This design comes from an exercise in tuning for small area, a short achievable clock period and few clock cycles on the open sky130 flow, not from production work. Function was not checked in any run shown here: the RTL went through the layout flow alone. No activity file was given, so power comes from the tool's default toggle rates.

==> design/flow/design.v <==
module fir_single_chan (
  input clk,
  input rst,
  output logic [15:0] data_addr_rd_o,
  output logic [15:0] data_addr_wr_o,
  input  logic [15:0] data_din_i,
  output logic [15:0] data_dout_o,
  output logic        data_we_o,
  output logic        done_intr
);
logic [15:0] w[0:7];
always_ff @(posedge clk) begin
  w[0] <= data_din_i;
  for (int i = 1; i < 8; i++) w[i] <= w[i-1];
end
logic [16:0] A, B, C, D;
always_ff @(posedge clk) begin
  A <= {w[0][15], w[0]} + {w[7][15], w[7]};
  B <= {w[1][15], w[1]} + {w[6][15], w[6]};
  C <= {w[2][15], w[2]} + {w[5][15], w[5]};
  D <= {w[3][15], w[3]} + {w[4][15], w[4]};
end
logic s1, c2;
logic s3, c4;
logic s5, c6;
logic s7, c8;
logic s9, c10;
logic s11, c12;
logic s13, c14;
logic s15, c16;
logic s17, c18;
logic s19, c20;
logic s21, c22;
logic s23, c24;
logic s25, c26;
logic s27, c28;
logic s29, c30;
logic s31, c32;
logic s33, c34;
logic s35, c36;
logic s37, c38;
logic s39, c40;
logic s41, c42;
logic s43, c44;
logic s45, c46;
logic s47, c48;
logic s49, c50;
logic s51, c52;
logic s53, c54;
logic s55, c56;
logic s57, c58;
logic s59, c60;
logic s61, c62;
logic s63, c64;
logic s65, c66;
logic s67, c68;
logic s69, c70;
logic s71, c72;
logic s73, c74;
logic s75, c76;
logic s77, c78;
logic s79, c80;
logic s81, c82;
logic s83, c84;
logic s85, c86;
logic s87, c88;
logic s89, c90;
logic s91, c92;
logic s93, c94;
logic s95, c96;
logic s97, c98;
logic s99, c100;
logic s101, c102;
logic s103, c104;
logic s105, c106;
logic s107, c108;
logic s109, c110;
logic s111, c112;
logic s113, c114;
logic s115, c116;
logic s117, c118;
logic s119, c120;
logic s121, c122;
logic s123, c124;
logic s125, c126;
logic s127, c128;
logic s129, c130;
logic s131, c132;
logic s133, c134;
logic s135, c136;
logic s137, c138;
logic s139, c140;
logic s141, c142;
logic s143, c144;
logic s145, c146;
logic s147, c148;
logic s149, c150;
logic s151, c152;
logic s153, c154;
logic s155, c156;
logic s157, c158;
logic s159, c160;
logic s161, c162;
logic s163, c164;
logic s165, c166;
logic s167, c168;
logic s169, c170;
logic s171, c172;
logic s173, c174;
logic s175, c176;
logic s177, c178;
logic s179, c180;
logic s181, c182;
logic s183, c184;
logic s185, c186;
logic s187, c188;
logic s189, c190;
logic s191, c192;
logic s193, c194;
logic s195, c196;
logic s197, c198;
logic s199, c200;
logic s201, c202;
logic s203, c204;
logic s205, c206;
logic s207, c208;
logic s209, c210;
logic s211, c212;
logic s213, c214;
logic s215, c216;
logic s217, c218;
logic s219, c220;
logic s221, c222;
logic s223, c224;
logic s225, c226;
logic s227, c228;
logic s229, c230;
logic s231, c232;
logic s233, c234;
logic s235, c236;
logic s237, c238;
logic s239, c240;
logic s241, c242;
logic s243, c244;
logic s245, c246;
logic s247, c248;
logic s249, c250;
logic s251, c252;
logic s253, c254;
logic s255, c256;
logic s257, c258;
logic s259, c260;
logic s261, c262;
logic s263, c264;
logic s265, c266;
logic s267, c268;
logic s269, c270;
logic s271, c272;
logic s273, c274;
logic r275;
logic r276;
logic r277;
logic r278;
logic r279;
logic r280;
logic r281;
logic r282;
logic r283;
logic r284;
logic r285;
logic r286;
logic r287;
logic r288;
logic r289;
logic r290;
logic r291;
logic r292;
logic r293;
logic r294;
logic r295;
logic r296;
logic r297;
logic r298;
logic r299;
logic r300;
logic r301;
logic r302;
logic r303;
logic r304;
logic r305;
logic r306;
logic r307;
logic r308;
logic r309;
logic r310;
logic r311;
logic r312;
logic r313;
logic r314;
logic r315;
logic r316;
logic r317;
logic r318;
logic r319;
logic r320;
logic r321;
logic r322;
logic r323;
logic r324;
logic r325;
logic r326;
logic r327;
logic r328;
logic r329;
logic r330;
logic r331;
logic r332;
logic r333;
logic r334;
logic r335;
logic r336;
logic r337;
logic r338;
logic r339;
logic r340;
logic r341;
logic r342;
logic r343;
logic s344, c345;
logic s346, c347;
logic s348, c349;
logic s350, c351;
logic s352, c353;
logic s354, c355;
logic s356, c357;
logic s358, c359;
logic s360, c361;
logic s362, c363;
logic s364, c365;
logic s366, c367;
logic s368, c369;
logic s370, c371;
logic s372, c373;
logic s374, c375;
logic s376, c377;
logic s378, c379;
logic s380, c381;
logic s382, c383;
logic s384, c385;
logic s386, c387;
logic s388, c389;
assign s1 = A[2] ^ ~A[5];
assign c2 = A[2] & ~A[5];
assign s3 = A[3] ^ ~A[6] ^ B[2];
assign c4 = (A[3] & ~A[6]) | (A[3] & B[2]) | (~A[6] & B[2]);
assign s5 = B[3] ^ C[1];
assign c6 = B[3] & C[1];
assign s7 = A[4] ^ ~A[7] ^ B[3];
assign c8 = (A[4] & ~A[7]) | (A[4] & B[3]) | (~A[7] & B[3]);
assign s9 = B[4] ^ C[2] ^ C[4];
assign c10 = (B[4] & C[2]) | (B[4] & C[4]) | (C[2] & C[4]);
assign s11 = A[5] ^ ~A[8] ^ B[4];
assign c12 = (A[5] & ~A[8]) | (A[5] & B[4]) | (~A[8] & B[4]);
assign s13 = B[5] ^ C[3] ^ C[5];
assign c14 = (B[5] & C[3]) | (B[5] & C[5]) | (C[3] & C[5]);
assign s15 = A[6] ^ ~A[9] ^ B[5];
assign c16 = (A[6] & ~A[9]) | (A[6] & B[5]) | (~A[9] & B[5]);
assign s17 = B[6] ^ C[4] ^ C[6];
assign c18 = (B[6] & C[4]) | (B[6] & C[6]) | (C[4] & C[6]);
assign s19 = A[7] ^ ~A[10] ^ B[6];
assign c20 = (A[7] & ~A[10]) | (A[7] & B[6]) | (~A[10] & B[6]);
assign s21 = B[7] ^ C[5] ^ C[7];
assign c22 = (B[7] & C[5]) | (B[7] & C[7]) | (C[5] & C[7]);
assign s23 = A[8] ^ ~A[11] ^ B[7];
assign c24 = (A[8] & ~A[11]) | (A[8] & B[7]) | (~A[11] & B[7]);
assign s25 = B[8] ^ C[6] ^ C[8];
assign c26 = (B[8] & C[6]) | (B[8] & C[8]) | (C[6] & C[8]);
assign s27 = A[9] ^ ~A[12] ^ B[8];
assign c28 = (A[9] & ~A[12]) | (A[9] & B[8]) | (~A[12] & B[8]);
assign s29 = B[9] ^ C[7] ^ C[9];
assign c30 = (B[9] & C[7]) | (B[9] & C[9]) | (C[7] & C[9]);
assign s31 = A[10] ^ ~A[13] ^ B[9];
assign c32 = (A[10] & ~A[13]) | (A[10] & B[9]) | (~A[13] & B[9]);
assign s33 = B[10] ^ C[8] ^ C[10];
assign c34 = (B[10] & C[8]) | (B[10] & C[10]) | (C[8] & C[10]);
assign s35 = A[11] ^ ~A[14] ^ B[10];
assign c36 = (A[11] & ~A[14]) | (A[11] & B[10]) | (~A[14] & B[10]);
assign s37 = B[11] ^ C[9] ^ C[11];
assign c38 = (B[11] & C[9]) | (B[11] & C[11]) | (C[9] & C[11]);
assign s39 = A[12] ^ ~A[15] ^ B[11];
assign c40 = (A[12] & ~A[15]) | (A[12] & B[11]) | (~A[15] & B[11]);
assign s41 = B[12] ^ C[10] ^ C[12];
assign c42 = (B[12] & C[10]) | (B[12] & C[12]) | (C[10] & C[12]);
assign s43 = A[13] ^ A[16] ^ B[12];
assign c44 = (A[13] & A[16]) | (A[13] & B[12]) | (A[16] & B[12]);
assign s45 = B[13] ^ C[11] ^ C[13];
assign c46 = (B[13] & C[11]) | (B[13] & C[13]) | (C[11] & C[13]);
assign s47 = C[15] ^ ~C[16];
assign c48 = C[15] & ~C[16];
assign s49 = A[14] ^ B[13] ^ B[14];
assign c50 = (A[14] & B[13]) | (A[14] & B[14]) | (B[13] & B[14]);
assign s51 = C[12] ^ C[14];
assign c52 = C[12] & C[14];
assign s53 = A[0] ^ ~A[3] ^ B[0];
assign c54 = (A[0] & ~A[3]) | (A[0] & B[0]) | (~A[3] & B[0]);
assign s55 = C[0] ^ C[2];
assign c56 = C[0] & C[2];
assign s57 = A[1] ^ ~A[4] ^ B[0];
assign c58 = (A[1] & ~A[4]) | (A[1] & B[0]) | (~A[4] & B[0]);
assign s59 = B[1] ^ C[1] ^ C[3];
assign c60 = (B[1] & C[1]) | (B[1] & C[3]) | (C[1] & C[3]);
assign s61 = C[4] ^ ~D[1];
assign c62 = C[4] & ~D[1];
assign s63 = s1 ^ B[1] ^ B[2];
assign c64 = (s1 & B[1]) | (s1 & B[2]) | (B[1] & B[2]);
assign s65 = C[0] ^ C[2] ^ C[4];
assign c66 = (C[0] & C[2]) | (C[0] & C[4]) | (C[2] & C[4]);
assign s67 = C[5] ^ ~D[2] ^ ~D[5];
assign c68 = (C[5] & ~D[2]) | (C[5] & ~D[5]) | (~D[2] & ~D[5]);
assign s69 = s3 ^ s5 ^ C[3];
assign c70 = (s3 & s5) | (s3 & C[3]) | (s5 & C[3]);
assign s71 = C[5] ^ C[6] ^ D[0];
assign c72 = (C[5] & C[6]) | (C[5] & D[0]) | (C[6] & D[0]);
assign s73 = ~D[3] ^ ~D[6] ^ c2;
assign c74 = (~D[3] & ~D[6]) | (~D[3] & c2) | (~D[6] & c2);
assign s75 = s7 ^ s9 ^ C[6];
assign c76 = (s7 & s9) | (s7 & C[6]) | (s9 & C[6]);
assign s77 = C[7] ^ D[1] ^ ~D[4];
assign c78 = (C[7] & D[1]) | (C[7] & ~D[4]) | (D[1] & ~D[4]);
assign s79 = ~D[7] ^ c4 ^ c6;
assign c80 = (~D[7] & c4) | (~D[7] & c6) | (c4 & c6);
assign s81 = s11 ^ s13 ^ C[7];
assign c82 = (s11 & s13) | (s11 & C[7]) | (s13 & C[7]);
assign s83 = C[8] ^ D[2] ^ ~D[5];
assign c84 = (C[8] & D[2]) | (C[8] & ~D[5]) | (D[2] & ~D[5]);
assign s85 = ~D[8] ^ c8 ^ c10;
assign c86 = (~D[8] & c8) | (~D[8] & c10) | (c8 & c10);
assign s87 = s15 ^ s17 ^ C[8];
assign c88 = (s15 & s17) | (s15 & C[8]) | (s17 & C[8]);
assign s89 = C[9] ^ D[3] ^ ~D[6];
assign c90 = (C[9] & D[3]) | (C[9] & ~D[6]) | (D[3] & ~D[6]);
assign s91 = ~D[9] ^ c12 ^ c14;
assign c92 = (~D[9] & c12) | (~D[9] & c14) | (c12 & c14);
assign s93 = s19 ^ s21 ^ C[9];
assign c94 = (s19 & s21) | (s19 & C[9]) | (s21 & C[9]);
assign s95 = C[10] ^ D[4] ^ ~D[7];
assign c96 = (C[10] & D[4]) | (C[10] & ~D[7]) | (D[4] & ~D[7]);
assign s97 = ~D[10] ^ c16 ^ c18;
assign c98 = (~D[10] & c16) | (~D[10] & c18) | (c16 & c18);
assign s99 = s23 ^ s25 ^ C[10];
assign c100 = (s23 & s25) | (s23 & C[10]) | (s25 & C[10]);
assign s101 = C[11] ^ D[5] ^ ~D[8];
assign c102 = (C[11] & D[5]) | (C[11] & ~D[8]) | (D[5] & ~D[8]);
assign s103 = ~D[11] ^ c20 ^ c22;
assign c104 = (~D[11] & c20) | (~D[11] & c22) | (c20 & c22);
assign s105 = s27 ^ s29 ^ C[11];
assign c106 = (s27 & s29) | (s27 & C[11]) | (s29 & C[11]);
assign s107 = C[12] ^ D[6] ^ ~D[9];
assign c108 = (C[12] & D[6]) | (C[12] & ~D[9]) | (D[6] & ~D[9]);
assign s109 = ~D[12] ^ c24 ^ c26;
assign c110 = (~D[12] & c24) | (~D[12] & c26) | (c24 & c26);
assign s111 = s31 ^ s33 ^ C[12];
assign c112 = (s31 & s33) | (s31 & C[12]) | (s33 & C[12]);
assign s113 = C[13] ^ D[7] ^ ~D[10];
assign c114 = (C[13] & D[7]) | (C[13] & ~D[10]) | (D[7] & ~D[10]);
assign s115 = ~D[13] ^ c28 ^ c30;
assign c116 = (~D[13] & c28) | (~D[13] & c30) | (c28 & c30);
assign s117 = s35 ^ s37 ^ C[13];
assign c118 = (s35 & s37) | (s35 & C[13]) | (s37 & C[13]);
assign s119 = C[14] ^ D[8] ^ ~D[11];
assign c120 = (C[14] & D[8]) | (C[14] & ~D[11]) | (D[8] & ~D[11]);
assign s121 = ~D[14] ^ c32 ^ c34;
assign c122 = (~D[14] & c32) | (~D[14] & c34) | (c32 & c34);
assign s123 = s39 ^ s41 ^ C[14];
assign c124 = (s39 & s41) | (s39 & C[14]) | (s41 & C[14]);
assign s125 = C[15] ^ D[9] ^ ~D[12];
assign c126 = (C[15] & D[9]) | (C[15] & ~D[12]) | (D[9] & ~D[12]);
assign s127 = ~D[15] ^ c36 ^ c38;
assign c128 = (~D[15] & c36) | (~D[15] & c38) | (c36 & c38);
assign s129 = s43 ^ s45 ^ s47;
assign c130 = (s43 & s45) | (s43 & s47) | (s45 & s47);
assign s131 = D[10] ^ ~D[13] ^ D[16];
assign c132 = (D[10] & ~D[13]) | (D[10] & D[16]) | (~D[13] & D[16]);
assign s133 = 1'b1 ^ c40 ^ c42;
assign c134 = (1'b1 & c40) | (1'b1 & c42) | (c40 & c42);
assign s135 = s49 ^ s51 ^ ~C[16];
assign c136 = (s49 & s51) | (s49 & ~C[16]) | (s51 & ~C[16]);
assign s137 = D[11] ^ ~D[14] ^ 1'b1;
assign c138 = (D[11] & ~D[14]) | (D[11] & 1'b1) | (~D[14] & 1'b1);
assign s139 = c44 ^ c46 ^ c48;
assign c140 = (c44 & c46) | (c44 & c48) | (c46 & c48);
assign s141 = A[15] ^ B[14] ^ B[15];
assign c142 = (A[15] & B[14]) | (A[15] & B[15]) | (B[14] & B[15]);
assign s143 = C[13] ^ C[15] ^ D[12];
assign c144 = (C[13] & C[15]) | (C[13] & D[12]) | (C[15] & D[12]);
assign s145 = ~D[15] ^ c50 ^ c52;
assign c146 = (~D[15] & c50) | (~D[15] & c52) | (c50 & c52);
assign s147 = ~A[16] ^ B[15] ^ ~B[16];
assign c148 = (~A[16] & B[15]) | (~A[16] & ~B[16]) | (B[15] & ~B[16]);
assign s149 = C[14] ^ ~C[16] ^ D[13];
assign c150 = (C[14] & ~C[16]) | (C[14] & D[13]) | (~C[16] & D[13]);
assign s151 = D[16] ^ 1'b1;
assign c152 = D[16] & 1'b1;
assign s153 = ~A[1] ^ C[0];
assign c154 = ~A[1] & C[0];
assign s155 = ~A[2] ^ C[1];
assign c156 = ~A[2] & C[1];
assign s157 = s53 ^ s55 ^ C[3];
assign c158 = (s53 & s55) | (s53 & C[3]) | (s55 & C[3]);
assign s159 = ~D[0] ^ ~D[3];
assign c160 = ~D[0] & ~D[3];
assign s161 = s57 ^ s59 ^ s61;
assign c162 = (s57 & s59) | (s57 & s61) | (s59 & s61);
assign s163 = ~D[4] ^ c54 ^ c56;
assign c164 = (~D[4] & c54) | (~D[4] & c56) | (c54 & c56);
assign s165 = s63 ^ s65 ^ s67;
assign c166 = (s63 & s65) | (s63 & s67) | (s65 & s67);
assign s167 = c58 ^ c60 ^ c62;
assign c168 = (c58 & c60) | (c58 & c62) | (c60 & c62);
assign s169 = s69 ^ s71 ^ s73;
assign c170 = (s69 & s71) | (s69 & s73) | (s71 & s73);
assign s171 = c64 ^ c66 ^ c68;
assign c172 = (c64 & c66) | (c64 & c68) | (c66 & c68);
assign s173 = s75 ^ s77 ^ s79;
assign c174 = (s75 & s77) | (s75 & s79) | (s77 & s79);
assign s175 = c70 ^ c72 ^ c74;
assign c176 = (c70 & c72) | (c70 & c74) | (c72 & c74);
assign s177 = s81 ^ s83 ^ s85;
assign c178 = (s81 & s83) | (s81 & s85) | (s83 & s85);
assign s179 = c76 ^ c78 ^ c80;
assign c180 = (c76 & c78) | (c76 & c80) | (c78 & c80);
assign s181 = s87 ^ s89 ^ s91;
assign c182 = (s87 & s89) | (s87 & s91) | (s89 & s91);
assign s183 = c82 ^ c84 ^ c86;
assign c184 = (c82 & c84) | (c82 & c86) | (c84 & c86);
assign s185 = s93 ^ s95 ^ s97;
assign c186 = (s93 & s95) | (s93 & s97) | (s95 & s97);
assign s187 = c88 ^ c90 ^ c92;
assign c188 = (c88 & c90) | (c88 & c92) | (c90 & c92);
assign s189 = s99 ^ s101 ^ s103;
assign c190 = (s99 & s101) | (s99 & s103) | (s101 & s103);
assign s191 = c94 ^ c96 ^ c98;
assign c192 = (c94 & c96) | (c94 & c98) | (c96 & c98);
assign s193 = s105 ^ s107 ^ s109;
assign c194 = (s105 & s107) | (s105 & s109) | (s107 & s109);
assign s195 = c100 ^ c102 ^ c104;
assign c196 = (c100 & c102) | (c100 & c104) | (c102 & c104);
assign s197 = s111 ^ s113 ^ s115;
assign c198 = (s111 & s113) | (s111 & s115) | (s113 & s115);
assign s199 = c106 ^ c108 ^ c110;
assign c200 = (c106 & c108) | (c106 & c110) | (c108 & c110);
assign s201 = s117 ^ s119 ^ s121;
assign c202 = (s117 & s119) | (s117 & s121) | (s119 & s121);
assign s203 = c112 ^ c114 ^ c116;
assign c204 = (c112 & c114) | (c112 & c116) | (c114 & c116);
assign s205 = s123 ^ s125 ^ s127;
assign c206 = (s123 & s125) | (s123 & s127) | (s125 & s127);
assign s207 = c118 ^ c120 ^ c122;
assign c208 = (c118 & c120) | (c118 & c122) | (c120 & c122);
assign s209 = s129 ^ s131 ^ s133;
assign c210 = (s129 & s131) | (s129 & s133) | (s131 & s133);
assign s211 = c124 ^ c126 ^ c128;
assign c212 = (c124 & c126) | (c124 & c128) | (c126 & c128);
assign s213 = s135 ^ s137 ^ s139;
assign c214 = (s135 & s137) | (s135 & s139) | (s137 & s139);
assign s215 = c130 ^ c132 ^ c134;
assign c216 = (c130 & c132) | (c130 & c134) | (c132 & c134);
assign s217 = s141 ^ s143 ^ s145;
assign c218 = (s141 & s143) | (s141 & s145) | (s143 & s145);
assign s219 = c136 ^ c138 ^ c140;
assign c220 = (c136 & c138) | (c136 & c140) | (c138 & c140);
assign s221 = s147 ^ s149 ^ s151;
assign c222 = (s147 & s149) | (s147 & s151) | (s149 & s151);
assign s223 = c142 ^ c144 ^ c146;
assign c224 = (c142 & c144) | (c142 & c146) | (c144 & c146);
assign s225 = ~B[16] ^ C[15] ^ D[14];
assign c226 = (~B[16] & C[15]) | (~B[16] & D[14]) | (C[15] & D[14]);
assign s227 = c148 ^ c150 ^ c152;
assign c228 = (c148 & c150) | (c148 & c152) | (c150 & c152);
assign s229 = ~C[16] ^ D[15];
assign c230 = ~C[16] & D[15];
assign s231 = s153 ^ C[1];
assign c232 = s153 & C[1];
assign s233 = s155 ^ C[2] ^ ~D[2];
assign c234 = (s155 & C[2]) | (s155 & ~D[2]) | (C[2] & ~D[2]);
assign s235 = s157 ^ s159 ^ 1'b1;
assign c236 = (s157 & s159) | (s157 & 1'b1) | (s159 & 1'b1);
assign s237 = s161 ^ s163 ^ c158;
assign c238 = (s161 & s163) | (s161 & c158) | (s163 & c158);
assign s239 = s165 ^ s167 ^ c162;
assign c240 = (s165 & s167) | (s165 & c162) | (s167 & c162);
assign s241 = s169 ^ s171 ^ c166;
assign c242 = (s169 & s171) | (s169 & c166) | (s171 & c166);
assign s243 = s173 ^ s175 ^ c170;
assign c244 = (s173 & s175) | (s173 & c170) | (s175 & c170);
assign s245 = s177 ^ s179 ^ c174;
assign c246 = (s177 & s179) | (s177 & c174) | (s179 & c174);
assign s247 = s181 ^ s183 ^ c178;
assign c248 = (s181 & s183) | (s181 & c178) | (s183 & c178);
assign s249 = s185 ^ s187 ^ c182;
assign c250 = (s185 & s187) | (s185 & c182) | (s187 & c182);
assign s251 = s189 ^ s191 ^ c186;
assign c252 = (s189 & s191) | (s189 & c186) | (s191 & c186);
assign s253 = s193 ^ s195 ^ c190;
assign c254 = (s193 & s195) | (s193 & c190) | (s195 & c190);
assign s255 = s197 ^ s199 ^ c194;
assign c256 = (s197 & s199) | (s197 & c194) | (s199 & c194);
assign s257 = s201 ^ s203 ^ c198;
assign c258 = (s201 & s203) | (s201 & c198) | (s203 & c198);
assign s259 = s205 ^ s207 ^ c202;
assign c260 = (s205 & s207) | (s205 & c202) | (s207 & c202);
assign s261 = s209 ^ s211 ^ c206;
assign c262 = (s209 & s211) | (s209 & c206) | (s211 & c206);
assign s263 = s213 ^ s215 ^ c210;
assign c264 = (s213 & s215) | (s213 & c210) | (s215 & c210);
assign s265 = s217 ^ s219 ^ c214;
assign c266 = (s217 & s219) | (s217 & c214) | (s219 & c214);
assign s267 = s221 ^ s223 ^ c218;
assign c268 = (s221 & s223) | (s221 & c218) | (s223 & c218);
assign s269 = s225 ^ s227 ^ c222;
assign c270 = (s225 & s227) | (s225 & c222) | (s227 & c222);
assign s271 = s229 ^ 1'b1 ^ c226;
assign c272 = (s229 & 1'b1) | (s229 & c226) | (1'b1 & c226);
assign s273 = ~D[16] ^ 1'b1;
assign c274 = ~D[16] & 1'b1;
assign s344 = r275 ^ r276;
assign c345 = r275 & r276;
assign s346 = r278 ^ r279 ^ 1'b1;
assign c347 = (r278 & r279) | (r278 & 1'b1) | (r279 & 1'b1);
assign s348 = r280 ^ r281 ^ r282;
assign c349 = (r280 & r281) | (r280 & r282) | (r281 & r282);
assign s350 = r283 ^ r284 ^ r285;
assign c351 = (r283 & r284) | (r283 & r285) | (r284 & r285);
assign s352 = r286 ^ r287 ^ r288;
assign c353 = (r286 & r287) | (r286 & r288) | (r287 & r288);
assign s354 = r289 ^ r290 ^ r291;
assign c355 = (r289 & r290) | (r289 & r291) | (r290 & r291);
assign s356 = r292 ^ r293 ^ r294;
assign c357 = (r292 & r293) | (r292 & r294) | (r293 & r294);
assign s358 = r295 ^ r296 ^ r297;
assign c359 = (r295 & r296) | (r295 & r297) | (r296 & r297);
assign s360 = r298 ^ r299 ^ r300;
assign c361 = (r298 & r299) | (r298 & r300) | (r299 & r300);
assign s362 = r301 ^ r302 ^ r303;
assign c363 = (r301 & r302) | (r301 & r303) | (r302 & r303);
assign s364 = r304 ^ r305 ^ r306;
assign c365 = (r304 & r305) | (r304 & r306) | (r305 & r306);
assign s366 = r307 ^ r308 ^ r309;
assign c367 = (r307 & r308) | (r307 & r309) | (r308 & r309);
assign s368 = r310 ^ r311 ^ r312;
assign c369 = (r310 & r311) | (r310 & r312) | (r311 & r312);
assign s370 = r313 ^ r314 ^ r315;
assign c371 = (r313 & r314) | (r313 & r315) | (r314 & r315);
assign s372 = r316 ^ r317 ^ r318;
assign c373 = (r316 & r317) | (r316 & r318) | (r317 & r318);
assign s374 = r319 ^ r320 ^ r321;
assign c375 = (r319 & r320) | (r319 & r321) | (r320 & r321);
assign s376 = r322 ^ r323 ^ r324;
assign c377 = (r322 & r323) | (r322 & r324) | (r323 & r324);
assign s378 = r325 ^ r326 ^ r327;
assign c379 = (r325 & r326) | (r325 & r327) | (r326 & r327);
assign s380 = r328 ^ r329 ^ r330;
assign c381 = (r328 & r329) | (r328 & r330) | (r329 & r330);
assign s382 = r331 ^ r332 ^ r333;
assign c383 = (r331 & r332) | (r331 & r333) | (r332 & r333);
assign s384 = r334 ^ r335 ^ r336;
assign c385 = (r334 & r335) | (r334 & r336) | (r335 & r336);
assign s386 = r337 ^ r338 ^ r339;
assign c387 = (r337 & r338) | (r337 & r339) | (r338 & r339);
assign s388 = r340 ^ r341 ^ r342;
assign c389 = (r340 & r341) | (r340 & r342) | (r341 & r342);
always_ff @(posedge clk) begin
  r275 <= ~A[0];
  r276 <= C[0];
  r277 <= ~D[0];
  r278 <= s231;
  r279 <= ~D[1];
  r280 <= s233;
  r281 <= c154;
  r282 <= c232;
  r283 <= s235;
  r284 <= c156;
  r285 <= c234;
  r286 <= s237;
  r287 <= c160;
  r288 <= c236;
  r289 <= s239;
  r290 <= c164;
  r291 <= c238;
  r292 <= s241;
  r293 <= c168;
  r294 <= c240;
  r295 <= s243;
  r296 <= c172;
  r297 <= c242;
  r298 <= s245;
  r299 <= c176;
  r300 <= c244;
  r301 <= s247;
  r302 <= c180;
  r303 <= c246;
  r304 <= s249;
  r305 <= c184;
  r306 <= c248;
  r307 <= s251;
  r308 <= c188;
  r309 <= c250;
  r310 <= s253;
  r311 <= c192;
  r312 <= c252;
  r313 <= s255;
  r314 <= c196;
  r315 <= c254;
  r316 <= s257;
  r317 <= c200;
  r318 <= c256;
  r319 <= s259;
  r320 <= c204;
  r321 <= c258;
  r322 <= s261;
  r323 <= c208;
  r324 <= c260;
  r325 <= s263;
  r326 <= c212;
  r327 <= c262;
  r328 <= s265;
  r329 <= c216;
  r330 <= c264;
  r331 <= s267;
  r332 <= c220;
  r333 <= c266;
  r334 <= s269;
  r335 <= c224;
  r336 <= c268;
  r337 <= s271;
  r338 <= c228;
  r339 <= c270;
  r340 <= s273;
  r341 <= c230;
  r342 <= c272;
  r343 <= c274;
end
logic [23:0] fa0, fa1, fsum;
assign fa0 = {r343, s388, s386, s384, s382, s380, s378, s376, s374, s372, s370, s368, s366, s364, s362, s360, s358, s356, s354, s352, s350, s348, s346, s344};
assign fa1 = {c389, c387, c385, c383, c381, c379, c377, c375, c373, c371, c369, c367, c365, c363, c361, c359, c357, c355, c353, c351, c349, c347, c345, r277};
assign fsum = fa0 + fa1;
always_ff @(posedge clk) data_dout_o <= fsum[23:8];
logic start;
assign start = (data_addr_rd_o == 16'd12);
always_ff @(posedge clk) begin
  if (rst) begin
    data_addr_rd_o <= 16'd1;
    data_addr_wr_o <= 16'hffff;
    data_we_o <= 1'b0;
    done_intr <= 1'b0;
  end else begin
    data_addr_rd_o <= data_addr_rd_o + 16'd1;
    if (done_intr) begin
      data_we_o <= 1'b0;
    end else if (data_we_o | start) begin
      data_we_o <= 1'b1;
      data_addr_wr_o <= data_addr_wr_o + 16'd1;
      if (data_addr_wr_o == 16'hfffe) done_intr <= 1'b1;
    end
  end
end
endmodule
==> design/flow/run.sh <==
#!/bin/bash
# synth_recipe.tcl (not shown) runs the flow's synth.tcl, then flattens the netlist and writes it again
# the make line also repeats each setting of config.mk as NAME=value (left out here)
make -C /OpenROAD-flow-scripts/flow DESIGN_CONFIG=/design/flow/config.mk WORK_HOME=/design/flow/orfs CLKGATE_MAP_FILE= SYNTH_SCRIPT=/design/flow/synth_recipe.tcl finish
==> design/flow/config.mk <==
export PLATFORM = sky130hd
export DESIGN_NAME = fir_single_chan
export DESIGN_NICKNAME = fir_single_chan
export VERILOG_FILES = /design/flow/design.v
export SDC_FILE = /design/flow/constraint.sdc
export NUM_CORES = 4
export LEC_CHECK = 0
export CAP_MARGIN = 20
export CORE_MARGIN = 2
export CORE_UTILIZATION = 40
export PLACE_DENSITY = 0.6
export SLEW_MARGIN = 20
==> design/flow/constraint.sdc <==
create_clock -name core_clock -period 5.5 [get_ports {clk}]
set_input_delay 1.1000 -clock core_clock [delete_from_list [all_inputs] [get_ports {clk}]]
set_output_delay 1.1000 -clock core_clock [all_outputs]
set_load 0.01 [all_outputs]
==> results.py, run 1 <==
metrics = {
    "worst_setup_path": {
        "cp-end-kind": "flop",
        "crit_required_ns": 5.90,
        "critical_path_peak_fanout": 10,
        "setup.worst_path.class": "flop to flop",
        "arrival_ns": 3.27,
        "startpoint_type": "flop",
    },
    "sta": {
        "final.setup.worst_slack_ns": 2.62,
        "setup_viol": 0,
        "slew_viol_final": 0,
        "tns_ns": 0,
        "finalWorstPathRequiredPeriod_ns": 2.88,
        "fin_crit_sh_pct": 52.3,
        "fmax_ghz": 0.347,
        "timing.final.hold_violations": 0,
        "worstMarginPinSlew_ns": 0.540,
        "timing.slew.headroom_pct": 63.1,
        "grt_setup_unrepaired": "no",
        "timing.clock.skew_ns": 0.0297,
        "fin_hold_ws_ns": 0.353,
    },
    "layout": {
        "most_common_library_cell_in_the_layout_ignoring_fill_and_taps": "sky130_fd_sc_hd__dfxtp_1",
        "finalNetCount": 1677,
        "syn_to_final_growth_pct": 16.7,
        "layout-drive-gt1-share_pct": 5.59,
        "antenna-diode-count": 0,
        "layout_common_cells": "315 x sky130_fd_sc_hd__dfxtp_1, 209 x sky130_fd_sc_hd__inv_1, 145 x sky130_fd_sc_hd__fa_1, 107 x sky130_fd_sc_hd__ha_1, 66 x sky130_fd_sc_hd__clkdlybuf4s50_1",
        "number_of_standard_cells_in_the_layout_taps_in_and_fillers_out": 1898,
        "nFillCells": 3313,
    },
    "synthesis": {
        "synthesis.area_um2": 14800,
        "synth.net_count": 1586,
        "synth_edf_count": 0,
        "yosysSeqAreaShare_pct": 42.7,
        "ys_types": 66,
        "synthFlopType": "sky130_fd_sc_hd__dfxtp_1",
        "synthArstFlopShare_pct": 0,
        "synth.avg_cell_area_um2": 11.2,
        "postSynthRegisterBits": 315,
        "postSynthCellCount": 1316,
        "ys.warnings.count": 2,
    },
    "clock_network": {
        "cts.root.buffer_cell": "sky130_fd_sc_hd__clkbuf_16",
        "htree_levels": 2,
        "cts-resized-gates": 0,
        "clock_path_buffers": 3,
        "cts_buffers": 35,
        "worst_skew_pair.late_latency_ns": 0.52,
        "cts.sink_count": 315,
        "tritoncts": "built",
        "clk_pin_slew_ns": 0.06,
        "ctsHoldBuffers": 0,
        "cts_post_setup_buffers_inserted": 0,
    },
    "floorplanning": {
        "die_width_um": 196,
        "dieArea_um2": 38500,
        "total_number_of_placement_rows": 70,
        "ios": 68,
        "design.core.area_um2": 36500,
        "floorplan.initialDensity_pct": 40.4,
        "die_h_um": 196,
    },
    "place": {
        "place_congestion": 0.911,
        "dp.cells": 1838,
        "dp_hpwl_um": 22500,
        "placement.io_buffers": 67,
        "place_ws_ns": 2.63,
    },
    "grt": {
        "grt_start_max_net_pins": 35,
        "grt_total_ovfl": 0,
        "globalRouteTotalUtil_pct": 15.1,
        "first_global_vias": 9256,
        "antenna_violations_before_repair": 0,
        "grt_first_pass_wirelength_um": 46600,
    },
    "routing": {
        "dr.first_iter.drc_count": 339,
        "post-route-drc-count": 0,
        "post_drt_wl_per_cell_um": 14.9,
        "wire_length_reported_by_the_detailed_router_um": 28200,
        "antenna_left": 0,
        "drt-pass1-iter-count": 5,
        "routed-via-count": 8994,
        "vias_per_cell": 4.74,
    },
    "run": {
        "max-cap-violations": 0,
    },
    "run_status": {
        "run_status": "finished clean",
    },
    "power_and_ir_drop": {
        "total_power_mw": 10.9,
        "power_per_cell_area_nw_per_um2": 630,
        "worst_ir_drop_vdd_mv": 0.261,
        "p_leak_nw": 7.75,
    },
    "min_path": {
        "hold_path.class": "flop to flop",
    },
}
-- registers in the layout, indices dropped and copies added, names as in the netlist, 16 cells and up --
signal,count
w,128
C,17
data_dout_o,16
data_addr_wr_o,16
data_addr_rd_o,16
A,17
B,17
D,17
-- metal layers --
| layer | track usage, % | share of wire (%) | routed length [µm] |
|---|---|---|---|
| met3 | 2.25 | 3.9 | 1090 |
| met2 | 25.1 | 46 | 12900 |
| met4 | 4.60 | 1.9 | 535 |
| met1 | 20.4 | 49 | 13700 |
| met5 | 0 | 0 | 0 |
-- logic make-up (layout without fill, tap and decap cells) --
group,count (synthesis),count (layout),share of synthesized area (%)
simple gates,231,231,8.22
fa+ha+maj,252,252,28.7
flops,315,315,42.7
mux,2,2,0.136
compound gates,209,209,9.49
buf+inv,222,336,5.70
xor+xnor,85,85,5.04
-- worst paths after layout --
path	depth (start not counted)	end	start	slack, ns
setup / recovery	8	data_dout_o[15]	r316	2.62
hold / removal	0	w[2][15]	w[1][15]	0.35
setup reg to reg	8	data_dout_o[15]	r316	2.62
hold reg to reg	0	w[2][15]	w[1][15]	0.35
-- area by class of cell --
class	instances	area, µm²	area share [%]
Clock buffer	42	952	5.52
Multi-Input combinational cell	779	7620	44.2
Sequential cell	315	6310	36.6
Tap cell	468	586	3.40
Timing Repair Buffer	67	666	3.86
Inverter	209	785	4.55
Clock inverter	18	323	1.87
-- metrics by stage --
| stage | util (%) | cell area (µm²) |
|---|---|---|
| floorplan | - | 14800 |
| global placement | 43.7 | 16000 |
| detailed placement | 43.7 | 16000 |
| CTS | 47.2 | 17200 |
| global route | 47.2 | 17200 |
| finish | 47.2 | 17200 |
-- power by group --
| group | switching, mW | total, mW | leakage [nW] | internal, mW |
|---|---|---|---|---|
| registers | 0.296 | 3.18 | 2.65 | 2.89 |
| clock network | 0.929 | 2.55 | 0.613 | 1.62 |
| logic | 2.84 | 5.13 | 4.50 | 2.29 |
| total | 4.07 | 10.9 | 7.75 | 6.79 |
-- worst max-delay path: stages (launching register included) --
cell,delay (ns)
sky130_fd_sc_hd__dfxtp_1,0.32
sky130_fd_sc_hd__fa_1,0.47
sky130_fd_sc_hd__ha_1,0.48
sky130_fd_sc_hd__nand4_1,0.17
sky130_fd_sc_hd__nor4_1,0.38
sky130_fd_sc_hd__o211ai_1,0.29
sky130_fd_sc_hd__a21oi_1,0.32
sky130_fd_sc_hd__o221ai_1,0.19
sky130_fd_sc_hd__xnor2_1,0.15
-- Yosys cell counts (5+ instances only) --
cell type / n / area, µm²
sky130_fd_sc_hd__dfxtp_1: 315 / 6310
sky130_fd_sc_hd__xor2_1: 36 / 315
sky130_fd_sc_hd__nand3_1: 21 / 105
sky130_fd_sc_hd__a21oi_1: 57 / 285
sky130_fd_sc_hd__a21o_1: 26 / 195
sky130_fd_sc_hd__o21ai_0: 34 / 170
sky130_fd_sc_hd__nor2_1: 53 / 199
sky130_fd_sc_hd__o21a_1: 7 / 52.6
sky130_fd_sc_hd__nand2b_1: 25 / 156
sky130_fd_sc_hd__nor3_1: 15 / 75.1
sky130_fd_sc_hd__a211oi_1: 5 / 37.5
sky130_fd_sc_hd__and4_1: 5 / 43.8
sky130_fd_sc_hd__o21bai_1: 6 / 45.0
sky130_fd_sc_hd__o22ai_1: 5 / 31.3
sky130_fd_sc_hd__nand2_1: 43 / 161
sky130_fd_sc_hd__inv_1: 209 / 785
sky130_fd_sc_hd__nor2b_1: 14 / 87.6
sky130_fd_sc_hd__a31oi_1: 9 / 56.3
sky130_fd_sc_hd__and3_1: 17 / 106
sky130_fd_sc_hd__ha_1: 107 / 1340
sky130_fd_sc_hd__xnor2_1: 49 / 429
sky130_fd_sc_hd__o211ai_1: 6 / 45.0
sky130_fd_sc_hd__nand4_1: 14 / 87.6
sky130_fd_sc_hd__a2111oi_0: 5 / 43.8
sky130_fd_sc_hd__fa_1: 145 / 2900
sky130_fd_sc_hd__clkbuf_1: 11 / 41.3
==> run 2: changes to the inputs <==
--- a/design/flow/config.mk
+++ b/design/flow/config.mk
@@ -11,2 +11,3 @@
 export PLACE_DENSITY = 0.6
+export SETUP_SLACK_MARGIN = 2.5
 export SLEW_MARGIN = 20
==> results.py, run 2 <==
metrics = {
    "floorplanning": {
        "die_width_um": 196,
        "total_number_of_placement_rows": 70,
        "design.core.area_um2": 36500,
        "ios": 68,
        "floorplan.initialDensity_pct": 40.4,
        "dieArea_um2": 38500,
        "die_h_um": 196,
    },
    "layout": {
        "layout_common_cells": "315 x sky130_fd_sc_hd__dfxtp_1, 209 x sky130_fd_sc_hd__inv_1, 145 x sky130_fd_sc_hd__fa_1, 106 x sky130_fd_sc_hd__ha_1, 66 x sky130_fd_sc_hd__clkdlybuf4s50_1",
        "nFillCells": 3309,
        "antenna-diode-count": 0,
        "max_flop_register": "w",
        "largest_register_ffs": 128,
        "layout-drive-gt1-share_pct": 5.73,
        "most_common_library_cell_in_the_layout_ignoring_fill_and_taps": "sky130_fd_sc_hd__dfxtp_1",
        "finalNetCount": 1677,
        "syn_to_final_growth_pct": 16.8,
        "finalCoreUtilization_pct": 47.2,
    },
    "clock_network": {
        "clk_pin_slew_ns": 0.06,
        "htree_levels": 2,
        "cts.root.buffer_cell": "sky130_fd_sc_hd__clkbuf_16",
        "cts.sink_count": 315,
        "worst_skew_pair.late_latency_ns": 0.52,
        "ctsHoldBuffers": 0,
        "clock_path_buffers": 3,
        "tritoncts": "built",
        "cts_buffers": 35,
    },
    "power_and_ir_drop": {
        "power_per_cell_area_nw_per_um2": 631,
        "total_power_mw": 10.9,
        "p_sw_share_pct": 37.5,
        "p_int_mw": 6.80,
        "netsw_mw": 4.08,
        "worst_ir_drop_vdd_mv": 0.265,
        "pwr-share-clk_pct": 23.4,
        "power.share.sequential_pct": 29.2,
        "power_frac_comb_pct": 47.3,
        "p_leak_nw": 7.75,
    },
    "sta": {
        "slew_viol_final": 0,
        "timing.clock.skew_ns": 0.0296,
        "tns_ns": 0,
        "timing.final.hold_violations": 0,
        "setup_viol": 0,
        "fin_crit_sh_pct": 50.9,
        "finalWorstPathRequiredPeriod_ns": 2.80,
        "fmax_ghz": 0.357,
        "worstMarginPinSlew_ns": 0.553,
        "grt_setup_unrepaired": "no",
        "timing.slew.headroom_pct": 63.0,
    },
    "worst_setup_path": {
        "setup.worst_path.class": "flop to flop",
        "r2r_cells": 8,
        "startpoint": "r316",
        "crit_required_ns": 5.92,
        "r2r-end": "data_dout_o[13]",
        "regToRegSetupSlack_ns": 2.70,
        "cp-endpoint": "data_dout_o[13]",
        "arrival_ns": 3.22,
        "critical_path_peak_fanout": 10,
        "startpoint_type": "flop",
        "cp-end-kind": "flop",
        "critical_path.reg2reg.startpoint": "r316",
    },
    "routing": {
        "antenna_left": 0,
        "dr.first_iter.drc_count": 329,
        "post-route-drc-count": 0,
        "routed-via-count": 9020,
        "post_drt_wl_per_cell_um": 14.9,
        "drt-pass1-iter-count": 5,
        "wire_length_reported_by_the_detailed_router_um": 28300,
        "vias_per_cell": 4.75,
    },
    "synthesis": {
        "synthDominantCellAreaShare_pct": 42.7,
        "dominant_combinational_cell_family_by_area_after_synthesis": "adder cells",
        "yosysSeqAreaShare_pct": 42.7,
        "yosys.area_share.adder_pct": 28.7,
        "synth_xor_area_share_pct": 5.04,
        "synth_edf_count": 0,
        "synth-simple-area-share_pct": 8.22,
        "post_synth_main_area_contributors": "sky130_fd_sc_hd__dfxtp_1 43%, sky130_fd_sc_hd__fa_1 20%, sky130_fd_sc_hd__ha_1 9.1%",
        "synthFlopType": "sky130_fd_sc_hd__dfxtp_1",
        "synthesis.area_um2": 14800,
        "yosys-top-cells-count": "315 x sky130_fd_sc_hd__dfxtp_1, 209 x sky130_fd_sc_hd__inv_1, 145 x sky130_fd_sc_hd__fa_1",
        "synth.avg_cell_area_um2": 11.2,
        "synth_area_leader_cell": "sky130_fd_sc_hd__dfxtp_1",
        "synth.net_count": 1586,
        "ys_types": 66,
        "synthArstFlopShare_pct": 0,
        "post-synth-top-count-cell": "sky130_fd_sc_hd__dfxtp_1",
        "synth_compound_area_share_pct": 9.49,
        "post_synth_mux_area_share_pct": 0.136,
        "postSynthRegisterBits": 315,
        "postSynthCellCount": 1316,
        "ys.warnings.count": 2,
    },
    "place": {
        "place_congestion": 0.911,
        "dp_hpwl_um": 22500,
        "placement.io_buffers": 67,
    },
    "grt": {
        "grt_first_pass_wirelength_um": 46600,
        "antenna_violations_before_repair": 0,
        "first_global_vias": 9256,
        "globalRouteTotalUtil_pct": 15.1,
        "grt_start_max_net_pins": 35,
        "grt_total_ovfl": 0,
    },
    "min_path": {
        "hold_path.class": "flop to flop",
    },
    "run_status": {
        "run_status": "finished clean",
    },
    "run": {
        "max-cap-violations": 0,
    },
}
-- run 2: cell counts after synthesis --
Identical to the previous run, type by type.
-- run 2: worst max-delay path: stages (launching register included) --
cell	delay [ns]
sky130_fd_sc_hd__dfxtp_1	0.32
sky130_fd_sc_hd__fa_1	0.54
sky130_fd_sc_hd__ha_2	0.33
sky130_fd_sc_hd__a2111oi_0	0.45
sky130_fd_sc_hd__a2111oi_1	0.14
sky130_fd_sc_hd__a21oi_2	0.24
sky130_fd_sc_hd__a21boi_1	0.12
sky130_fd_sc_hd__or4b_1	0.48
sky130_fd_sc_hd__o311ai_1	0.09
-- run 2: layout make-up --
| type | count | area [µm²] | area share, % |
|---|---|---|---|
| Clock inverter | 18 | 323 | 1.87 |
| Multi-Input combinational cell | 779 | 7630 | 44.2 |
| Timing Repair Buffer | 67 | 666 | 3.86 |
| Inverter | 209 | 785 | 4.55 |
| Sequential cell | 315 | 6310 | 36.6 |
| Clock buffer | 42 | 952 | 5.52 |
| Tap cell | 468 | 586 | 3.39 |
-- run 2: worst min-delay path by stage --
stage | to | slack, ns | startpoint | cells after the start
2_1_floorplan | r340 | 0.33 | D[16] | 0
6_report | w[2][15] | 0.35 | w[1][15] | 0
5_1_grt | w[3][7] | 0.35 | w[2][7] | 0
4_1_cts | w[2][0] | 0.35 | w[1][0] | 0
3_3_place_gp | w[5][0] | 0.34 | w[4][0] | 0
3_5_place_dp | w[5][7] | 0.34 | w[4][7] | 0
-- run 2: repair_timing --
action	in CTS	in global routing
gates resized for setup	0	3
buffers inserted	0	0
endpoints found under the hold margin	0	0
endpoints found under the setup margin	0	3
-- run 2: metal layers --
metal / GRT usage [%] / share of wire, % / up-vias
li1: - / - / 4500
met1: 20.4 / 49 / 4295
met2: 25.1 / 46 / 181
met3: 2.25 / 3.9 / 44
met4: 4.60 / 2.0 / 0
met5: 0 / 0 / -
-- run 2: power by group through the flow --
stage	Sequential [mW]	Combinational [mW]	Clock, mW
floorplan	3.19	3.95	0
global placement	3.23	5.10	0
detailed placement	3.25	5.22	0
CTS	3.20	5.23	2.61
global route	3.24	6.09	2.70
finish	3.18	5.15	2.55
-- run 2: cells by family (layout without fill, tap and decap cells) --
group / after synthesis / in the layout
flops: 315 / 315
fa+ha+maj: 252 / 252
simple gates: 231 / 231
buf+inv: 222 / 336
compound gates: 209 / 209
xor+xnor: 85 / 85
mux: 2 / 2
-- run 2: stage by stage --
stage	hold slack (ns)	cell area, µm²	worst slack (ns)	instances
3_5_place_dp	0.343	16000	2.63	1838
4_1_cts	0.353	17200	2.61	1898
3_3_place_gp	0.340	16000	2.67	1838
5_1_grt	0.355	17200	2.51	1898
6_report	0.353	17200	2.70	1898
2_1_floorplan	0.331	14800	2.93	1316
==> run 3: changes to the inputs <==
==> design/flow/flow/run.sh (new file) <==
#!/bin/bash
# Own layout flow: the standard ORFS flow (standard.sh, standard synthesis), with the
# ports buffered by plain buffers instead of the delay cells buffer_ports picks by default,
# and sizing not held to the cells' footprints. Each tool's output goes to a log here.
set -uo pipefail
bash standard.sh \
  'BUFFER_PORTS_ARGS=-buffer_cell sky130_fd_sc_hd__buf_4' \
  MATCH_CELL_FOOTPRINT=0 \
  finish > flow_make.log 2>&1
status=$?
cp -r orfs/logs flow_logs 2>/dev/null || true
exit $status
==> design/flow/standard.sh (new file) <==
#!/bin/bash
# synth_recipe.tcl (not shown) runs the flow's synth.tcl, then flattens the netlist and writes it again
# the make line also repeats each setting of config.mk as NAME=value (left out here)
make -C /OpenROAD-flow-scripts/flow DESIGN_CONFIG=/design/flow/config.mk WORK_HOME=/design/flow/orfs CLKGATE_MAP_FILE= SYNTH_SCRIPT=/design/flow/synth_recipe.tcl "${@:-finish}"
--- a/design/flow/config.mk
+++ b/design/flow/config.mk
@@ -11,3 +11,2 @@
 export PLACE_DENSITY = 0.6
-export SETUP_SLACK_MARGIN = 2.5
 export SLEW_MARGIN = 20
removed: design/flow/run.sh
==> results.py, run 3 <==
metrics = {
    "synthesis": {
        "yosys-top-cells-count": "315 x sky130_fd_sc_hd__dfxtp_1, 209 x sky130_fd_sc_hd__inv_1, 145 x sky130_fd_sc_hd__fa_1",
        "synthDominantCellAreaShare_pct": 42.7,
        "synthesis.area_um2": 14800,
        "synth_area_leader_cell": "sky130_fd_sc_hd__dfxtp_1",
        "postSynthRegisterBits": 315,
        "synth.net_count": 1586,
        "synthArstFlopShare_pct": 0,
        "postSynthCellCount": 1316,
        "ys.warnings.count": 2,
        "yosysSeqAreaShare_pct": 42.7,
        "synth_edf_count": 0,
        "post_synth_main_area_contributors": "sky130_fd_sc_hd__dfxtp_1 43%, sky130_fd_sc_hd__fa_1 20%, sky130_fd_sc_hd__ha_1 9.1%",
        "ys_types": 66,
        "synthFlopType": "sky130_fd_sc_hd__dfxtp_1",
        "synth.avg_cell_area_um2": 11.2,
        "post-synth-top-count-cell": "sky130_fd_sc_hd__dfxtp_1",
    },
    "clock_network": {
        "cts.sink_count": 315,
        "clk_pin_slew_ns": 0.06,
        "worst_skew_pair.late_latency_ns": 0.53,
        "cts_post_setup_buffers_inserted": 0,
        "htree_levels": 2,
        "cts.root.buffer_cell": "sky130_fd_sc_hd__clkbuf_16",
        "ctsHoldBuffers": 0,
        "tritoncts": "built",
        "cts-resized-gates": 0,
        "clock_path_buffers": 3,
        "cts_buffers": 35,
    },
    "place": {
        "placed_inst_area_um2": 15800,
        "dp_hpwl_um": 22700,
        "placement.io_buffers": 67,
        "place_ws_ns": 2.65,
        "place_congestion": 0.894,
    },
    "layout": {
        "finalNetCount": 1677,
        "antenna-diode-count": 0,
        "most_common_library_cell_in_the_layout_ignoring_fill_and_taps": "sky130_fd_sc_hd__dfxtp_1",
        "largest_register_ffs": 128,
        "max_flop_register": "w",
        "layout-drive-gt1-share_pct": 10.5,
        "syn_to_final_growth_pct": 15.1,
        "finalCoreUtilization_pct": 46.5,
        "postLayoutCellArea_um2": 17000,
        "layout_common_cells": "315 x sky130_fd_sc_hd__dfxtp_1, 209 x sky130_fd_sc_hd__inv_1, 145 x sky130_fd_sc_hd__fa_1, 107 x sky130_fd_sc_hd__ha_1, 67 x sky130_fd_sc_hd__buf_4",
    },
    "power_and_ir_drop": {
        "power_per_cell_area_nw_per_um2": 628,
        "worst_ir_drop_vdd_mv": 0.279,
        "p_leak_nw": 7.78,
    },
    "grt": {
        "grt_total_ovfl": 0,
        "globalRouteTotalUtil_pct": 15.3,
        "first_global_vias": 9431,
        "grt_start_max_net_pins": 35,
        "antenna_violations_before_repair": 0,
        "grt_first_pass_wirelength_um": 47300,
    },
    "sta": {
        "tns_ns": 0,
        "timing.slew.headroom_pct": 64.1,
        "finalWorstPathRequiredPeriod_ns": 2.85,
        "worstMarginPinSlew_ns": 0.525,
        "fin_hold_ws_ns": 0.353,
        "fin_crit_sh_pct": 51.9,
        "slew_viol_final": 0,
        "final.setup.worst_slack_ns": 2.65,
        "setup_viol": 0,
        "timing.clock.skew_ns": 0.0283,
        "grt_setup_unrepaired": "no",
        "fmax_ghz": 0.351,
        "timing.final.hold_violations": 0,
    },
    "routing": {
        "post_drt_wl_per_cell_um": 15.1,
        "dr.first_iter.drc_count": 376,
        "drt-pass1-iter-count": 5,
        "routed-via-count": 8999,
        "wire_length_reported_by_the_detailed_router_um": 28600,
        "antenna_left": 0,
        "vias_per_cell": 4.73,
        "post-route-drc-count": 0,
    },
    "worst_setup_path": {
        "startpoint_type": "flop",
        "setup.worst_path.class": "flop to flop",
        "critical_path_peak_fanout": 9,
        "crit_required_ns": 5.91,
        "cp-end-kind": "flop",
        "arrival_ns": 3.26,
    },
    "floorplanning": {
        "dieArea_um2": 38500,
        "die_h_um": 196,
        "ios": 68,
        "design.core.area_um2": 36500,
        "total_number_of_placement_rows": 70,
        "floorplan.initialDensity_pct": 40.4,
        "die_width_um": 196,
    },
    "run_status": {
        "run_status": "finished clean",
    },
    "run": {
        "max-cap-violations": 0,
    },
    "min_path": {
        "hold_path.class": "flop to flop",
    },
}
run 3: cells by family (layout without fill, tap and decap cells):
group | count (synthesis) | count (layout) | share of synthesized area (%)
fa+ha+maj | 252 | 252 | 28.7
flops | 315 | 315 | 42.7
compound gates | 209 | 209 | 9.49
xor+xnor | 85 | 85 | 5.04
simple gates | 231 | 231 | 8.22
buf+inv | 222 | 340 | 5.70
mux | 2 | 2 | 0.136
run 3: worst max-delay path: stages, from the launching register on:
cell                       delay, ns
sky130_fd_sc_hd__dfxtp_1        0.31
sky130_fd_sc_hd__fa_1           0.49
sky130_fd_sc_hd__ha_1           0.47
sky130_fd_sc_hd__nand4_1        0.17
sky130_fd_sc_hd__nor4_1         0.39
sky130_fd_sc_hd__o211ai_1       0.30
sky130_fd_sc_hd__a21oi_1        0.30
sky130_fd_sc_hd__o221ai_1       0.17
sky130_fd_sc_hd__xnor2_1        0.14
run 3: per-stage QoR:
stage	cells	total power [mW]
after global placement	1838	8.31
after detailed placement	1838	8.47
after CTS	1902	10.8
final	1902	10.7
after global routing	1902	11.8
after floorplan	1316	7.14
run 3: cell type report:
cell class | instances | area (µm²)
fillers | 3311 | 19500
multi-input cells | 779 | 7620
flip-flops and latches | 315 | 6310
clock buffers | 47 | 1040
inverters | 209 | 785
well taps | 468 | 586
repair buffers | 67 | 503
clock inverters | 17 | 154
run 3: path summary, 6_finish.rpt:
| check | slack, ns | start | depth (start not counted) | endpoint |
|---|---|---|---|---|
| hold reg to reg | 0.35 | w[1][6] | 0 | w[2][6] |
| setup reg to reg | 2.65 | r319 | 8 | data_dout_o[15] |
| setup / recovery | 2.65 | r319 | 8 | data_dout_o[15] |
| hold / removal | 0.35 | w[1][6] | 0 | w[2][6] |
run 3: routing by layer:
metal	track usage [%]	routed length (µm)	up-vias
met4	5.27	825	0
li1	-	-	4507
met2	25.1	12700	195
met5	0	0	-
met1	20.8	14000	4248
met3	2.30	1130	49
run 3: power by group:
group          switching [mW]  internal, mW  total (mW)
registers               0.295          2.89        3.18
clock network           0.951          1.39        2.35
logic                    2.87          2.28        5.15
==> run 4: changes to the inputs <==
--- a/design/flow/config.mk
+++ b/design/flow/config.mk
@@ -11,2 +11,3 @@
 export PLACE_DENSITY = 0.6
+export SETUP_SLACK_MARGIN = 3.3
 export SLEW_MARGIN = 20
==> results.py, run 4 <==
metrics = {
    "sta": {
        "fmax_ghz": 0.371,
        "tns_ns": 0,
        "fin_crit_sh_pct": 49.0,
        "grt_setup_unrepaired": "yes",
        "timing.final.hold_violations": 0,
        "finalWorstPathRequiredPeriod_ns": 2.70,
        "timing.clock.skew_ns": 0.0275,
        "setup_viol": 0,
        "slew_viol_final": 0,
        "worstMarginPinSlew_ns": 0.540,
        "timing.slew.headroom_pct": 63.1,
    },
    "floorplanning": {
        "die_h_um": 196,
        "floorplan.initialDensity_pct": 40.4,
        "dieArea_um2": 38500,
        "die_width_um": 196,
        "total_number_of_placement_rows": 70,
        "ios": 68,
        "design.core.area_um2": 36500,
    },
    "worst_setup_path": {
        "slowest_stage": "sky130_fd_sc_hd__fa_1",
        "arrival_ns": 3.09,
        "critical_path.reg2reg.startpoint": "r322",
        "critical_path_peak_fanout": 7,
        "cp-end-kind": "flop",
        "setup.worst_path.class": "flop to flop",
        "timing.critical_path.slowest_cell_delay_ns": 0.48,
        "path_cells": "fa_1 -> ha_2 -> nand4_1 -> nor4_2 -> o211ai_1 -> buf_4 -> a21oi_2 -> o221ai_1 -> xnor2_1",
        "crit_required_ns": 5.89,
        "startpoint": "r322",
        "startpoint_type": "flop",
    },
    "run_status": {
        "run_status": "finished clean",
    },
    "layout": {
        "max_flop_register": "w",
        "most_common_library_cell_in_the_layout_ignoring_fill_and_taps": "sky130_fd_sc_hd__dfxtp_1",
        "layout-drive-gt1-share_pct": 25.8,
        "largest_register_ffs": 128,
        "finalNetCount": 1710,
        "postLayoutCellArea_um2": 18000,
        "layout_common_cells": "254 x sky130_fd_sc_hd__dfxtp_1, 166 x sky130_fd_sc_hd__inv_1, 109 x sky130_fd_sc_hd__fa_1, 97 x sky130_fd_sc_hd__buf_4, 96 x sky130_fd_sc_hd__ha_1",
        "nFillCells": 3252,
        "syn_to_final_growth_pct": 21.8,
        "number_of_standard_cells_in_the_layout_taps_in_and_fillers_out": 1935,
        "antenna-diode-count": 0,
    },
    "power_and_ir_drop": {
        "p_leak_nw": 7.97,
        "worst_ir_drop_vdd_mv": 0.384,
        "power_per_cell_area_nw_per_um2": 665,
    },
    "run": {
        "max-cap-violations": 0,
    },
    "synthesis": {
        "yosys-top-cells-count": "315 x sky130_fd_sc_hd__dfxtp_1, 209 x sky130_fd_sc_hd__inv_1, 145 x sky130_fd_sc_hd__fa_1",
        "synthesis.area_um2": 14800,
        "synthDominantCellAreaShare_pct": 42.7,
        "synth.avg_cell_area_um2": 11.2,
        "ys_types": 66,
        "synth.net_count": 1586,
        "synth_area_leader_cell": "sky130_fd_sc_hd__dfxtp_1",
        "post-synth-top-count-cell": "sky130_fd_sc_hd__dfxtp_1",
        "synthFlopType": "sky130_fd_sc_hd__dfxtp_1",
        "postSynthCellCount": 1316,
        "synthArstFlopShare_pct": 0,
        "synth_edf_count": 0,
        "ys.warnings.count": 2,
        "yosysSeqAreaShare_pct": 42.7,
        "postSynthRegisterBits": 315,
        "post_synth_main_area_contributors": "sky130_fd_sc_hd__dfxtp_1 43%, sky130_fd_sc_hd__fa_1 20%, sky130_fd_sc_hd__ha_1 9.1%",
    },
    "clock_network": {
        "cts.sink_count": 315,
        "clk_pin_slew_ns": 0.06,
        "htree_levels": 2,
        "cts_buffers": 36,
        "clock_path_buffers": 3,
        "worst_skew_pair.late_latency_ns": 0.52,
        "tritoncts": "built",
        "cts.root.buffer_cell": "sky130_fd_sc_hd__clkbuf_16",
    },
    "place": {
        "placed_inst_area_um2": 16000,
        "placement.io_buffers": 67,
        "place_congestion": 0.871,
        "dp_hpwl_um": 22900,
        "dp.cells": 1838,
    },
    "grt": {
        "grt_total_ovfl": 0,
        "antenna_violations_before_repair": 0,
        "grt_first_pass_wirelength_um": 48700,
        "globalRouteTotalUtil_pct": 15.8,
        "first_global_vias": 9731,
        "grt_start_max_net_pins": 35,
    },
    "routing": {
        "post-route-drc-count": 0,
        "wire_length_reported_by_the_detailed_router_um": 29600,
        "antenna_left": 0,
        "dr.first_iter.drc_count": 303,
        "routed-via-count": 9178,
        "vias_per_cell": 4.74,
        "drt-pass1-iter-count": 4,
        "post_drt_wl_per_cell_um": 15.3,
    },
    "min_path": {
        "min_from": "w[0][10]",
        "hold_path.class": "flop to flop",
    },
}
-- run 4: changes by cell type in the layout (fill, tap and decap cells not counted), moves of 10 or more --
cell	delta
sky130_fd_sc_hd__a21oi_1	-12
sky130_fd_sc_hd__a21oi_2	+10
sky130_fd_sc_hd__buf_4	+30
sky130_fd_sc_hd__dfxtp_1	-61
sky130_fd_sc_hd__dfxtp_2	+43
sky130_fd_sc_hd__dfxtp_4	+18
sky130_fd_sc_hd__fa_1	-36
sky130_fd_sc_hd__fa_2	+36
sky130_fd_sc_hd__ha_1	-11
sky130_fd_sc_hd__inv_1	-43
sky130_fd_sc_hd__inv_2	+42
-- run 4: kinds of logic after synthesis --
family | synth area share, %
flops | 42.7
fa+ha+maj | 28.7
simple gates | 8.22
buf+inv | 5.70
compound gates | 9.49
xor+xnor | 5.04
mux | 0.136
-- run 4: timing repair --
| item | CTS | global route |
|---|---|---|
| endpoints found under the setup margin | 76 | 90 |
| setup buffers | 23 | 9 |
| hold buffers | 0 | 0 |
| gates resized for setup | 97 | 65 |
| pin swaps | 64 | 50 |
| cloned | 0 | 0 |
-- run 4: stage by stage --
| stage | utilization, % | power [mW] | setup slack (ns) | hold slack [ns] |
|---|---|---|---|---|
| final | 49.2 | 12.0 | 2.80 | 0.352 |
| after global routing | 49.2 | 13.1 | 2.74 | 0.360 |
| after CTS | 48.6 | 12.0 | 2.84 | 0.356 |
| after detailed placement | 43.8 | 8.91 | 2.61 | 0.343 |
| after global placement | 43.8 | 8.72 | 2.65 | 0.340 |
| after floorplan | - | 7.48 | 2.98 | 0.331 |
-- run 4: power breakdown --
part | internal, mW | switching (mW)
sequential | 2.91 | 0.298
combinational | 2.92 | 3.38
clock | 1.52 | 0.930
total | 7.35 | 4.61
-- run 4: per-layer routing --
metal	vias to the layer above	share of wire, %	global-route usage [%]
met4	0	2.1	4.69
li1	4560	-	-
met1	4403	48	21.2
met5	-	0	0
met3	41	3.2	2.25
met2	174	47	26.5
-- run 4: cell type report --
cell class	instances	area, µm²	area share, %
clock buffers	49	1000	5.56
clock inverters	16	230	1.28
inverters	209	787	4.38
multi-input cells	779	8210	45.6
flip-flops and latches	315	6430	35.7
well taps	468	586	3.26
repair buffers	99	751	4.17
-- run 4: path summary, 6_finish.rpt --
check                           cells after the start         endpoint  slack [ns]
worst max register to register                      9  data_dout_o[15]        2.80
worst min register to register                      0         w[1][10]        0.35
worst max-delay path                                9  data_dout_o[15]        2.80
worst min-delay path                                0         w[1][10]        0.35
-- run 4: worst max-delay path, delay by kind of cell, from the launching register on --
kind | cells | cell delay, ns
and+or+nand+nor | 2 | 0.45
xor gates and xnor gates | 1 | 0.15
DFF | 1 | 0.31
adders and majority gates | 2 | 0.90
buffers and inverters | 1 | 0.21
AOI/OAI and AO/OA | 3 | 0.56

port drivers added, routing unchanged:
The results above use ideal ports. As a check the final layouts listed here were re-extracted and re-timed, cells and wires unchanged.
Step 1 assumes that a clkbuf_16 drives the clock port and a buf_2 every other input.
Step 2 also shifts input and output timing later by t, the mid clock arrival at the registers, as if the neighbouring blocks saw the same clock.
Slacks: ideal ports / drivers / drivers and shift; pairs: ideal ports / drivers.
| run | t (ns) | setup WS [ns] | clock arrival spread, ns | slew at the worst register clock pin (ns) |
|---|---|---|---|---|
| run 1 | 0.557 | 2.622 / 2.622 / 2.622 | 0.031 / 0.031 | 0.06 / 0.06 |
| run 2 | 0.556 | 2.700 / 2.700 / 2.700 | 0.031 / 0.031 | 0.06 / 0.06 |
| run 3 | 0.565 | 2.647 / 2.647 / 2.647 | 0.029 / 0.029 | 0.06 / 0.06 |
| run 4 | 0.553 | 2.802 / 2.802 / 2.802 | 0.029 / 0.029 | 0.06 / 0.06 |
After both steps setup and hold are still met in every run listed.
